What follows belongs to an exercise in optimizing a design on an open flow for small area and a short achievable clock period; a production flow would make more cautious choices. Function was checked by simulation only, so behaviour that the tests miss may differ from the original.

==> flow/design.v, too long to show whole: its modules and the start of the top module <==
// module dff: 16 lines
// module filter: 4920 lines
// module fa_cell: 4 lines
module filter #(parameter DATA_WIDTH = 16) (
    input clk,
    input rst_n,
    input signed [DATA_WIDTH-1:0] FilterIn,
    input ValidIn,
    output signed [32:0] data_out,
    output reg ValidOut);
  // ...
==> flow/run.sh <==
#!/bin/bash
# synth_recipe.tcl (not shown) runs the flow's synth.tcl, then flattens the netlist and writes it again
# the make line also repeats each setting of config.mk as NAME=value (left out here)
make -C /OpenROAD-flow-scripts/flow DESIGN_CONFIG=/design/flow/config.mk WORK_HOME=/design/flow/orfs CLKGATE_MAP_FILE= SYNTH_SCRIPT=/design/flow/synth_recipe.tcl finish
==> flow/config.mk <==
export PLATFORM = sky130hd
export DESIGN_NAME = filter
export DESIGN_NICKNAME = filter
export VERILOG_FILES = /design/flow/design.v
export SDC_FILE = /design/flow/constraint.sdc
export NUM_CORES = 4
export LEC_CHECK = 0
export CAP_MARGIN = 20
export CORE_MARGIN = 2
export CORE_UTILIZATION = 50
export SETUP_SLACK_MARGIN = 5
export SLEW_MARGIN = 20
export SYNTH_HIERARCHICAL = 1
==> flow/constraint.sdc <==
create_clock -name core_clock -period 10.5 [get_ports {clk}]
set_input_delay 2.1000 -clock core_clock [delete_from_list [all_inputs] [get_ports {clk}]]
set_output_delay 2.1000 -clock core_clock [all_outputs]
set_load 0.01 [all_outputs]
==> notes.md, run 1 <==
- Outcome: timing/DRC/antenna clean
- DR vias/cell: 5.56
- Startpoint types: register
- # Taps: 959
- Commonest non-fill, non-tap cells in the layout: fa_1 (815), dfrtp_1 (406), inv_1 (204), ha_1 (165), a21oi_1 (84)
- Setup bufs post-CTS: 10
- HPWL after detailed placement: 78.4 mm
- Final Setup Violations: 0
- Achievable Freq: 181 MHz
- Clock sinks: 523
- Bufs on Longest Clock Path: 3
- Synthesized area: 36,700 µm²
- GR Overflow Total: 0
- Crit path max-delay family: compound AO/OA/AOI/OAI gates
- RSZ-0062 raised after global routing: true
- Met3 usage: 4.31%
- Starting DRT DRC Count: 1,362
- DP Cell Count: 3,406
- Layout Utilization: 55.6%
- Worst setup startpoint: r0_0_1$_DFF_P_
- Max FO, Critical Path: 3
- Main combinational cell family by area after synthesis: adder cells
- Clkbuf count: 77
- HP Start: d5[3]$_DFF_PN0_
- Final-stage net count: 3,524
- CP cell instances: ha_4 -> fa_2 -> a211oi_4 -> o21ai_4 -> a31oi_4 -> a21oi_4 -> o41a_1 -> buf_6 -> a221oi_2 -> xor2_1 -> buf_2
- Compound-Gate Fraction of Synth Area: 6.22%
- Met3 WL post-DR: 4.96 mm
- Yosys cell types: 71
- Slowest CP cell: o41a_1
- TNS Setup: 0 ns
- RR Endpoint: r0_19_1$_DFF_P_
- WHS Path Cells: 0
- CTS buffer count: 58
- Ports: 53
- Busiest layer in global routing: met2
- Fin crit period: ~5.5 ns
- Initial antenna violation count: 1
- FP Rows: 99
- Detailed-route DRC error count: 0
- Final non-filler cell area: between 40,000 and 50,000 µm²
- Synth Area in XOR/XNOR: 2.53%
- Area contributors post-synth: fa_1 (45%), dfrtp_1 (28%), ha_1 (5.7%), dfstp_2 (4.0%), dfxtp_1 (3.3%)
- Post-synth EDFFs: 0
==> inputs of run 2 (changes only) <==
--- a/flow/config.mk
+++ b/flow/config.mk
@@ -7,7 +7,8 @@
 export LEC_CHECK = 0
 export CAP_MARGIN = 20
 export CORE_MARGIN = 2
-export CORE_UTILIZATION = 50
+export CORE_UTILIZATION = 65
 export SETUP_SLACK_MARGIN = 5
 export SLEW_MARGIN = 20
 export SYNTH_HIERARCHICAL = 1
+export TNS_END_PERCENT = 100
==> notes.md, run 2 <==
- Top_reg_cell synth: dfrtp_1
- Total GRT Usage: 33.6%
- Startpoint types: register
- Ports: 53 (unchanged)
- CP max stage delay: approximately 0.47 ns
- Layout Utilization: 71.5% (+16 points)
- Fin. Hold Viols: 0
- Final worst slack: 5.04 ns
- Fin crit period: 5.46 ns (-0.0527 ns)
- Slew Limit Fails: 0
- Core Area: 56,100 µm²
- FP Rows: 87 (-12%)
- Period utilization: 52.0%
- DRT antenna net count: 0
- Via count: 19,800
- Post-synth top cells: fa_1 (816), dfrtp_1 (406), inv_1 (204), ha_1 (167), a21oi_1 (88)
- Slowest CP cell: o41a_1
- YS warnings: 7
- Worst path arrival time: ~3.4 ns
- Final wirelength: approximately 92 mm
- Count leader, synth: fa_1
- CTS tree: built
- Hold Crit Class: register to register
- Element type at the critical path end: output pin
- H-tree levels: 2
- HPWL after detailed placement: 74.1 mm (-5.5%)
- TNS Setup: 0 ns (unchanged)
- Layout cell share with drive strength beyond 1: between 8 and 9%
- First-pass GRT wire length: 141 mm
- Yosys cell types: 71 (unchanged)
- Mean Syn Cell Area: 15.1 µm²
- Starting Density: between 60 and 70%
- Count of hold-fix buffers inserted at cts: 0
- CTS clk-pin slew, worst paths: about 0.06 ns
- Syn Nets: 3,431
- Area leader, netlist: fa_1
- Outcome: timing/DRC/antenna clean
- Synthesized area: 36,700 µm² (unchanged)
- CTS buffer count: 54 (-6.9%)
- IO Port Bufs: 52
- Die H: 242 µm
- CP cell instances: ha_4 -> fa_2 -> a211oi_2 -> o21ai_2 -> a31oi_4 -> a21oi_4 -> o41a_1 -> a221oi_2 -> xor2_1 -> buf_2
- Largest net degree at the start of global routing: 174
- Measured slew at the worst slew-check pin: 1.05 ns
- Crit path max-delay family: compound AO/OA/AOI/OAI gates
- Post-Layout Cell Count: 3,306
- Clk Latency, worst-skew pair: between 0.6 and 0.7 ns
- Final GP Congestion: 1.04
- Fin Hold WS: 0.347 ns
- WP buf/inv: 1
- Seq cells post-synth: 523
- Achievable Freq: 183 MHz (+0.97%)
- TritonRoute pass-1 iters: 7
- Commonest non-fill, non-tap cells in the layout: fa_1 (815), dfrtp_1 (406), inv_1 (204), ha_1 (163), a21oi_1 (85)
- WHS Path Cells: 0 (unchanged)
- Top cell type's share of synthesized area: 44.5%
- Area Growth Syn to Fin: 9.26%
- Post-synth EDFFs: 0 (unchanged)
- DR vias/cell: 5.99 (+7.8%)
- Worst path depth: 10
- Post-DR wirelength/cell: 27.7 µm
- GR Overflow Total: 0 (unchanged)
- Chip Width: 242 µm
- Initial antenna violation count: 1 (unchanged)
- CTS Root Cell: clkbuf_16
- Commonest non-fill, non-tap cell in the layout: fa_1
- CP Class: register to output pin
- Max FO, Critical Path: 4 (+1)
- Syn Inst Count: 2,429
- Clock sinks: 523 (unchanged)
- Detailed-route DRC error count: 0 (unchanged)
- Place WS: 4.75 ns
- Final non-filler cell area: 40,100 µm² (-1.1%)
- Vias in the first global route: 23,100
- Post-synth ARST share: between 80% and 90%
- Layout fillers: 3,666
- Sequential area share after synthesis: 35.0%
- Area contributors post-synth: fa_1 (45%), dfrtp_1 (28%), ha_1 (5.7%), dfstp_2 (4.0%), dfxtp_1 (3.3%)
- Bufs on Longest Clock Path: 3 (unchanged)
- Dpl cell area: 37,900 µm²
- Final-stage net count: 3,507 (-0.48%)
- Die ar.: 58,400 µm²
- RSZ-0062 raised after global routing: true
- Clock skew: 0.0210 ns
- Required @ worst endpoint: 8.40 ns
- FF-to-FF path depth: 15
- Total of max-cap violations: 0
- DP Cell Count: 3,197 (-6.1%)
- Relative slew slack: 29.9%
- Final Setup Violations: 0 (unchanged)
- Starting DRT DRC Count: 1,401 (+2.9%)
[run 2: worst paths after layout]
kind	startpoint	end	slack [ns]
min in group asynchronous	rst_n	d3[14]$_DFF_PN0_	1.59
setup / recovery	r0_0_1$_DFF_P_	data_out[32]	5.04
max in group asynchronous	rst_n	d14[4]$_DFF_PN0_	7.36
setup reg to reg	r1_11_0$_DFF_PN0_	r0_19_1$_DFF_P_	5.53
hold reg to reg	d10[4]$_DFF_PN0_	d11[4]$_DFF_PN0_	0.35
hold / removal	d10[4]$_DFF_PN0_	d11[4]$_DFF_PN0_	0.35
[run 2: per-module statistics from Yosys (local to each module, per instance)]
module / times used / cells
filter: 1 / 1620
fa_cell: 809 / 1
[run 2: worst reg2reg max path, cell delays in order (launching register included)]
cell and delay (ns):
dfrtp_1 0.37, ha_1 0.27, inv_1 0.04, ha_1 0.26, inv_1 0.05, fa_1 0.47
ha_1 0.35, a21oi_1 0.19, a21boi_1 0.13, o31a_1 0.30, o41ai_1 0.71, and2_1 0.24
xnor2_1 0.10, fa_1 0.45, fa_1 0.51, fa_1 0.40
[run 2: final cells by class]
class                      instances  area [µm²]  share of cell area, %
tap                              756         946                   2.36
inverter                         204         766                   1.91
multi-input combinational       1660       23000                   57.3
clock buffer                      68        1520                   3.78
clock inverter                    32         412                   1.03
antenna                            1        2.50                0.00624
sequential                       523       12900                   32.1
timing repair buffer              62         619                   1.55
[run 2: timing repair]
item / in CTS / in global routing
setup buffers: 5 / 3
resized for setup: 21 / 30
pin swaps: 10 / 16
endpoints found under the setup margin: 14 / 12
[run 2: routing by layer]
layer | GRT usage (%) | part of all wire, %
met1 | 44.6 | 38
met2 | 55.5 | 50
met3 | 6.53 | 7.1
met4 | 13.5 | 4.6
met5 | 0 | 0
[run 2: cells by family after synthesis]
| logic type | share of synthesized area [%] |
|---|---|
| adders and majority gates | 50.2 |
| DFF | 35.0 |
| AOI/OAI and AO/OA | 6.22 |
| buffers and inverters | 2.85 |
| and+or+nand+nor | 3.05 |
| xor gates and xnor gates | 2.53 |
| muxes | 0.0819 |
==> inputs of run 3 (changes only) <==
==> flow/flow/run.sh (new file) <==
#!/bin/bash
# Layout: the standard flow (standard.sh) unchanged, except that timing repair
# aims at a larger setup margin (a shorter period than the 10.5 ns clock) and the
# port buffers are plain buffers instead of delay cells.  make's full output goes
# to make_finish.log here; each ORFS step keeps its own log under orfs/logs/.
set -uo pipefail
bash standard.sh SETUP_SLACK_MARGIN=6.5 'BUFFER_PORTS_ARGS=-buffer_cell sky130_fd_sc_hd__buf_4' finish > make_finish.log 2>&1
status=$?
tail -n 40 make_finish.log
exit $status
==> flow/standard.sh (new file) <==
#!/bin/bash
# synth_recipe.tcl (not shown) runs the flow's synth.tcl, then flattens the netlist and writes it again
# the make line also repeats each setting of config.mk as NAME=value (left out here)
make -C /OpenROAD-flow-scripts/flow DESIGN_CONFIG=/design/flow/config.mk WORK_HOME=/design/flow/orfs CLKGATE_MAP_FILE= SYNTH_SCRIPT=/design/flow/synth_recipe.tcl "${@:-finish}"
removed: flow/run.sh
==> notes.md, run 3 <==
- Worst path arrival time: 3.31 ns (-0.05 ns)
- FP Rows: 87 (unchanged)
- Syn Nets: 3,431 (unchanged)
- Area Growth Syn to Fin: 17.1%
- Hold Crit Class: register to register
- Post-synth EDFFs: 0 (unchanged)
- CTS tree: built
- Initial antenna violation count: 5 (+4)
- Layout Utilization: 76.6% (+5.1 points)
- FF-to-FF path depth: 15 (unchanged)
- Chip Width: 242 µm (unchanged)
- Total of max-cap violations: 0 (unchanged)
- DR vias/cell: 6.13 (+2.4%)
- Bufs on Longest Clock Path: 3 (unchanged)
- Area contributors post-synth: fa_1 (45%), dfrtp_1 (28%), ha_1 (5.7%), dfstp_2 (4.0%), dfxtp_1 (3.3%)
- Achievable Freq: 185 MHz (+0.79%)
- Clk Latency, worst-skew pair: 0.64 ns (+0.02 ns)
- Fin. Hold Viols: 0 (unchanged)
- Clock skew: 0.0408 ns (+0.0199 ns)
- Final Setup Violations: 0 (unchanged)
- Mean Syn Cell Area: 15.1 µm² (unchanged)
- Post-DR wirelength/cell: 29.7 µm (+7.2%)
- Count leader, synth: fa_1
- Relative slew slack: 37.2% (+7.3 points)
- Fin crit period: 5.41 ns (-0.0429 ns)
- Launch point of the worst reg-to-reg path: r1_11_0$_DFF_PN0_
- CP max stage delay: 0.41 ns (-0.06 ns)
- CTS buffer count: 55 (+1.9%)
- Ports: 53 (unchanged)
- Max FO, Critical Path: 2 (-2)
- Slew Limit Fails: 0 (unchanged)
- Period utilization: 51.6% (-0.41 points)
- Startpoint types: register
- Starting Density: 65.4% (unchanged)
- Clock sinks: 523 (unchanged)
- Layout cell share with drive strength beyond 1: 33.0% (+25 points)
- Post-synth top cells: fa_1 (816), dfrtp_1 (406), inv_1 (204), ha_1 (167), a21oi_1 (88)
- RSZ-0062 raised after global routing: true
- CP cell instances: ha_4 -> fa_2 -> a211oi_4 -> o21ai_2 -> a31oi_4 -> a21oi_4 -> o41a_1 -> a221oi_2 -> xor2_1 -> buf_4
- Worst setup startpoint: r0_0_1$_DFF_P_
- Count of hold-fix buffers inserted at cts: 0 (unchanged)
- Vias in the first global route: 24,300 (+5.0%)
- Final non-filler cell area: 43,000 µm² (+7.2%)
- Post-synth ARST share: 88.3% (unchanged)
- RR Endpoint: r0_17_1$_DFF_P_
- Yosys cell types: 71 (unchanged)
- Total GRT Usage: 37.1% (+3.5 points)
- WHS Path Cells: 0 (unchanged)
- Reg2Reg Setup Slack: 6.01 ns (+0.48 ns)
- Hold endpoint: d11[3]$_DFF_PN0_
- TNS Setup: 0 ns (unchanged)
- HP Start: d10[3]$_DFF_PN0_
- DRT antenna net count: 0 (unchanged)
- Starting DRT DRC Count: 1,785 (+27%)
- Slowest CP cell: o41a_1
- Final wirelength: 104 mm (+13%)
- CTS Root Cell: clkbuf_16
- Die ar.: 58,400 µm² (unchanged)
- Synthesized area: 36,700 µm² (unchanged)
- Final GP Congestion: 1.03 (-0.41%)
- Via count: 21,400 (+8.4%)
- Commonest non-fill, non-tap cell in the layout: fa_1
- Syn Inst Count: 2,429 (unchanged)
- Seq cells post-synth: 523 (unchanged)
- Outcome: timing/DRC/antenna clean
- TritonRoute pass-1 iters: 6 (-1)
- IO Port Bufs: 52 (unchanged)
- Core Area: 56,100 µm² (unchanged)
- Commonest non-fill, non-tap cells in the layout: fa_1 (588), dfrtp_1 (277), fa_2 (228), buf_4 (198), inv_1 (172)
- Detailed-route DRC error count: 0 (unchanged)
- GR Overflow Total: 0 (unchanged)
- Largest net degree at the start of global routing: 79 (-55%)
- H-tree levels: 2 (unchanged)
- Top_reg_cell synth: dfrtp_1
- Required @ worst endpoint: 8.40 ns (about the same)
- Area leader, netlist: fa_1
- First-pass GRT wire length: 154 mm (+9.4%)
- HPWL after detailed placement: 78.1 mm (+5.4%)
- Dpl cell area: 37,900 µm² (about the same)
- Sequential area share after synthesis: 35.0% (unchanged)
- Measured slew at the worst slew-check pin: 0.942 ns (-0.110 ns)
- Top cell type's share of synthesized area: 44.5% (unchanged)
- Die H: 242 µm (unchanged)
- YS warnings: 7 (unchanged)
- Final-stage net count: 3,698 (+5.4%)
- CP Class: register to output pin
- CTS clk-pin slew, worst paths: 0.07 ns (about the same)
- Element type at the critical path end: output pin
[run 3: cell counts after synthesis]
No cell type changed its count.
[run 3: routing by layer]
metal  part of all wire, %  up-vias  track usage, %
li1                      -     8419               -
met3                   7.1      302            5.94
met1                    37    11700            49.1
met4                   5.3        0            14.7
met5                     0        -               0
met2                    50     1032            62.5
[run 3: cells by family (layout without fill, tap and decap cells)]
logic type      count (synthesis)  count (layout)  synth area share, %
compound gates                335             335                 6.22
xor+xnor                      106             106                 2.53
flops                         523             523                 35.0
mux                             3               3               0.0819
simple gates                  233             233                 3.05
buf+inv                       246             556                 2.85
fa+ha+maj                     983             983                 50.2
other cells                     0               2                    0
[run 3: cell type report]
cell class,instances,area [µm²]
fill,3265,13100
inverter,204,787
timing repair buffer,252,2230
clock inverter,32,402
tap,756,946
multi-input combinational,1660,24000
clock buffer,68,1480
sequential,523,13100
antenna,2,5.00
[run 3: how the worst max path moves through the flow]
| stage | to | slack, ns | cells after the start |
|---|---|---|---|
| after CTS | data_out[32] | 5.06 | 10 |
| after global routing | data_out[32] | 4.98 | 10 |
| after floorplan | data_out[32] | 6.03 | 10 |
| after global placement | data_out[32] | 5.73 | 10 |
| final | data_out[32] | 5.09 | 10 |
| after detailed placement | data_out[32] | 5.71 | 10 |
[run 3: Yosys stat by module (local to each module, per instance)]
module / flops+latches / times used
filter: 523 / 1
fa_cell: 0 / 809
[run 3: what timing repair did]
| action | CTS | global route |
|---|---|---|
| setup endpoints to repair | 103 | 132 |
| resized for setup | 396 | 139 |
| pin swaps | 128 | 114 |
| hold endpoints to repair | 0 | 0 |
| setup buffers | 120 | 74 |
[run 3: metrics by stage]
step                      cells  hold slack (ns)  setup slack [ns]
after global placement     3201            0.332              5.73
after detailed placement   3201            0.335              5.71
after floorplan            2429            0.331              6.03
after global routing       3495            0.347              4.98
after CTS                  3421            0.347              5.06
final                      3497            0.339              5.09
[run 3: worst max-delay path, delay by kind of cell (launching register included)]
family,cells,cell delay (ns)
fa+ha+maj,2,0.54
buf+inv,1,0.15
xor+xnor,1,0.18
compound gates,6,1.49
flops,1,0.33
==> inputs of run 4 (changes only) <==
==> flow/flow/run.sh (replaced) <==
#!/bin/bash
# Layout: the standard flow (standard.sh) unchanged, except that timing repair
# aims at a larger setup margin (a shorter period than the 10.5 ns clock) and the
# port buffers are plain buffers instead of delay cells.  make's full output goes
# to make_finish.log here; each ORFS step keeps its own log under orfs/logs/.
set -uo pipefail
bash standard.sh SETUP_SLACK_MARGIN=6.0 'BUFFER_PORTS_ARGS=-buffer_cell sky130_fd_sc_hd__buf_4' finish > make_finish.log 2>&1
status=$?
tail -n 40 make_finish.log
exit $status
==> notes.md, run 4 <==
- Outcome: timing/DRC/antenna clean
- Commonest non-fill, non-tap cell in the layout: fa_1
- Area leader, netlist: fa_1
- Clock sinks: 523 (unchanged)
- TritonRoute pass-1 iters: 5 (-1)
- Worst path arrival time: 3.18 ns (-0.13 ns)
- Count leader, synth: fa_1
- Synthesized area: 36,700 µm² (unchanged)
- Achievable Freq: 190 MHz (+2.6%)
- Crit path max-delay family: compound AO/OA/AOI/OAI gates
- Post-DR wirelength/cell: 29.3 µm (-1.5%)
- Die H: 242 µm (unchanged)
- Bufs on Longest Clock Path: 3 (unchanged)
- CP max stage delay: 0.40 ns (about the same)
- Sequential area share after synthesis: 35.0% (unchanged)
- CTS clk-pin slew, worst paths: 0.07 ns (about the same)
- Relative slew slack: 30.1% (-7.1 points)
- Top_reg_cell synth: dfrtp_1
- Period utilization: 50.2% (-1.3 points)
- Ports: 53 (unchanged)
- Total of max-cap violations: 0 (unchanged)
- TNS Setup: 0 ns (unchanged)
- Top cell type's share of synthesized area: 44.5% (unchanged)
- H-tree levels: 2 (unchanged)
- Area contributors post-synth: fa_1 (45%), dfrtp_1 (28%), ha_1 (5.7%), dfstp_2 (4.0%), dfxtp_1 (3.3%)
- Layout cell share with drive strength beyond 1: 13.1% (-20 points)
- Initial antenna violation count: 4 (-1)
- Required @ worst endpoint: 8.40 ns (about the same)
- Clk Latency, worst-skew pair: 0.62 ns (-0.02 ns)
- Final-stage net count: 3,536 (-4.4%)
- Fin crit period: 5.28 ns (-0.139 ns)
- Commonest non-fill, non-tap cells in the layout: fa_1 (809), dfrtp_1 (390), inv_1 (203), ha_1 (158)
- Post-synth EDFFs: 0 (unchanged)
- Area Growth Syn to Fin: 10.0%
- RSZ-0062 raised after global routing: true
- Final Setup Violations: 0 (unchanged)
- HPWL after detailed placement: 76.8 mm (-1.7%)
- Layout fillers: 3,587 (+9.9%)
- Post-Layout Cell Count: 3,336 (-4.6%)
- DRT antenna net count: 0 (unchanged)
- Total GRT Usage: 35.4% (-1.6 points)
- Slew Limit Fails: 0 (unchanged)
- Vias in the first global route: 23,500 (-3.3%)
- Die ar.: 58,400 µm² (unchanged)
- Final wirelength: 97.6 mm (-6.0%)
- Chip Width: 242 µm (unchanged)
- Element type at the critical path end: output pin
- Largest net degree at the start of global routing: 175 (+120%)
- Measured slew at the worst slew-check pin: 1.05 ns (+0.107 ns)
- Syn Nets: 3,431 (unchanged)
- Clock skew: 0.0171 ns (-0.0238 ns)
- Starting DRT DRC Count: 1,449 (-19%)
- Yosys cell types: 71 (unchanged)
- Fin Hold WS: 0.345 ns (+0.00547 ns)
- DP Cell Count: 3,199 (-0.062%)
- FP Rows: 87 (unchanged)
- CP Class: register to output pin
- Fin. Hold Viols: 0 (unchanged)
- Final worst slack: 5.22 ns (+0.139 ns)
- CTS tree: built
- First-pass GRT wire length: 148 mm (-4.2%)
- CTS buffer count: 55 (unchanged)
- DR vias/cell: 6.11 (-0.38%)
- Via count: 20,400 (-5.0%)
- Hold Crit Class: register to register
- Seq cells post-synth: 523 (unchanged)
- IO Port Bufs: 52 (unchanged)
- CP cell instances: ha_4 -> fa_2 -> a211oi_4 -> o21ai_4 -> a31oi_4 -> a21oi_4 -> o41a_1 -> a221oi_2 -> xor2_1 -> buf_4
- Max FO, Critical Path: 2 (unchanged)
- Post-synth top cells: fa_1 (816), dfrtp_1 (406), inv_1 (204), ha_1 (167), a21oi_1 (88)
- WP buf/inv: 1 (unchanged)
- Starting Density: 65.4% (unchanged)
- Detailed-route DRC error count: 0 (unchanged)
- Mean Syn Cell Area: 15.1 µm² (unchanged)
- Core Area: 56,100 µm² (unchanged)
- Final GP Congestion: 0.998 (-3.4%)
- YS warnings: 7 (unchanged)
- Post-synth ARST share: 88.3% (unchanged)
- Place WS: 5.61 ns (-0.0967 ns)
- Startpoint types: register
- GR Overflow Total: 0 (unchanged)
- CTS Root Cell: clkbuf_16
- Slowest CP cell: o41a_1
- Syn Inst Count: 2,429 (unchanged)
run 4: cell count changes in the layout (fill, tap and decap cells not counted), moves of 9 or more:
cell and change:
dfrtp_1 +113, dfrtp_2 -75, buf_12 -14, buf_4 -119
nand2_2 -9, dfrtp_4 -38, fa_1 +221, inv_1 +31
buf_6 -29, inv_2 -25, fa_2 -221, nand2_1 +15
run 4: worst paths after layout:
kind | startpoint | endpoint | slack, ns | depth (start not counted)
worst max register to register | pr4[11]$_DFF_PN0_ | r2_18_2$_DFF_PN0_ | 6.03 | 7
worst min-delay path | d5[15]$_DFF_PN0_ | d6[15]$_DFF_PN0_ | 0.34 | 0
max in group asynchronous | rst_n | num_taps_and_delay[2]$_DFFE_PN0P_ | 6.97 | 3
worst max-delay path | r0_0_0$_DFF_P_ | data_out[32] | 5.22 | 10
worst min register to register | d5[15]$_DFF_PN0_ | d6[15]$_DFF_PN0_ | 0.34 | 0
min in group asynchronous | rst_n | d5[13]$_DFF_PN0_ | 1.50 | 1
run 4: what timing repair did:
| item | 4_1_cts | 5_1_grt |
|---|---|---|
| resized for setup | 59 | 50 |
| buffers inserted | 19 | 15 |
| hold buffers | 0 | 0 |
| endpoints found under the setup margin | 41 | 58 |
| pin swaps | 31 | 35 |
run 4: kinds of logic after synthesis:
| kind of cell | share of synthesized area [%] |
|---|---|
| AOI/OAI and AO/OA | 6.22 |
| xor gates and xnor gates | 2.53 |
| adders and majority gates | 50.2 |
| DFF | 35.0 |
| and+or+nand+nor | 3.05 |
| buffers and inverters | 2.85 |
| muxes | 0.0819 |
run 4: metal layers:
layer  global-route usage [%]  routed length (µm)  share of wire [%]
met3                     6.85                7450                7.6
met1                     47.7               36800                 38
met4                     13.1                4330                4.4
met2                     58.6               49100                 50
met5                        0                   0                  0
run 4: modules after synthesis (local to each module, per instance):
module / copies in the design / area [µm²]
fa_cell: 809 / 20.0
filter: 1 / 20500
run 4: final cells by class:
type / instances / area [µm²] / area share (%)
clock inverter: 21 / 176 / 0.437
timing repair buffer: 90 / 729 / 1.81
tap: 756 / 946 / 2.34
antenna: 2 / 5.00 / 0.0124
multi-input combinational: 1660 / 23200 / 57.5
sequential: 523 / 12900 / 31.9
clock buffer: 80 / 1650 / 4.10
inverter: 204 / 766 / 1.90
run 4: through the flow:
step	instance area [µm²]	utilization, %
2_1_floorplan	36700	-
3_3_place_gp	37800	67.4
3_5_place_dp	37800	67.4
4_1_cts	40100	71.5
5_1_grt	40400	72.0
6_report	40400	72.0

[what the ideal ports hide]
Ports are ideal in the flow. The routed layouts listed here were re-timed in OpenROAD.
Step 1, drivers: a clkbuf_16 drives clk and a buf_2 each remaining input, both assumed.
Step 2 times the ports against the registers' clock, not the clock port: input delays grow and output delays shrink by t, the midpoint of the rising clock arrivals with the driver on.
a / b / c = no drivers / after step 1 / after step 2; a / b = the first two.
run | shift t [ns] | setup WS [ns] | worst setup path after step 2 | cell pins on the clock port's net
run 1 | 0.686 | 4.990 / 4.925 / 4.890 | input to register | 1
run 2 | 0.675 | 5.043 / 4.977 / 4.772 | input to register | 1
run 3 | 0.682 | 5.086 / 5.022 / 5.704 | register to output | 1
run 4 | 0.675 | 5.225 / 5.161 / 5.769 | input to register | 1
After both steps setup and hold are still met in every run listed. For run 2, which loses most, drivers alone change the setup slack by -0.066 ns; drivers and shift together by -0.271 ns.
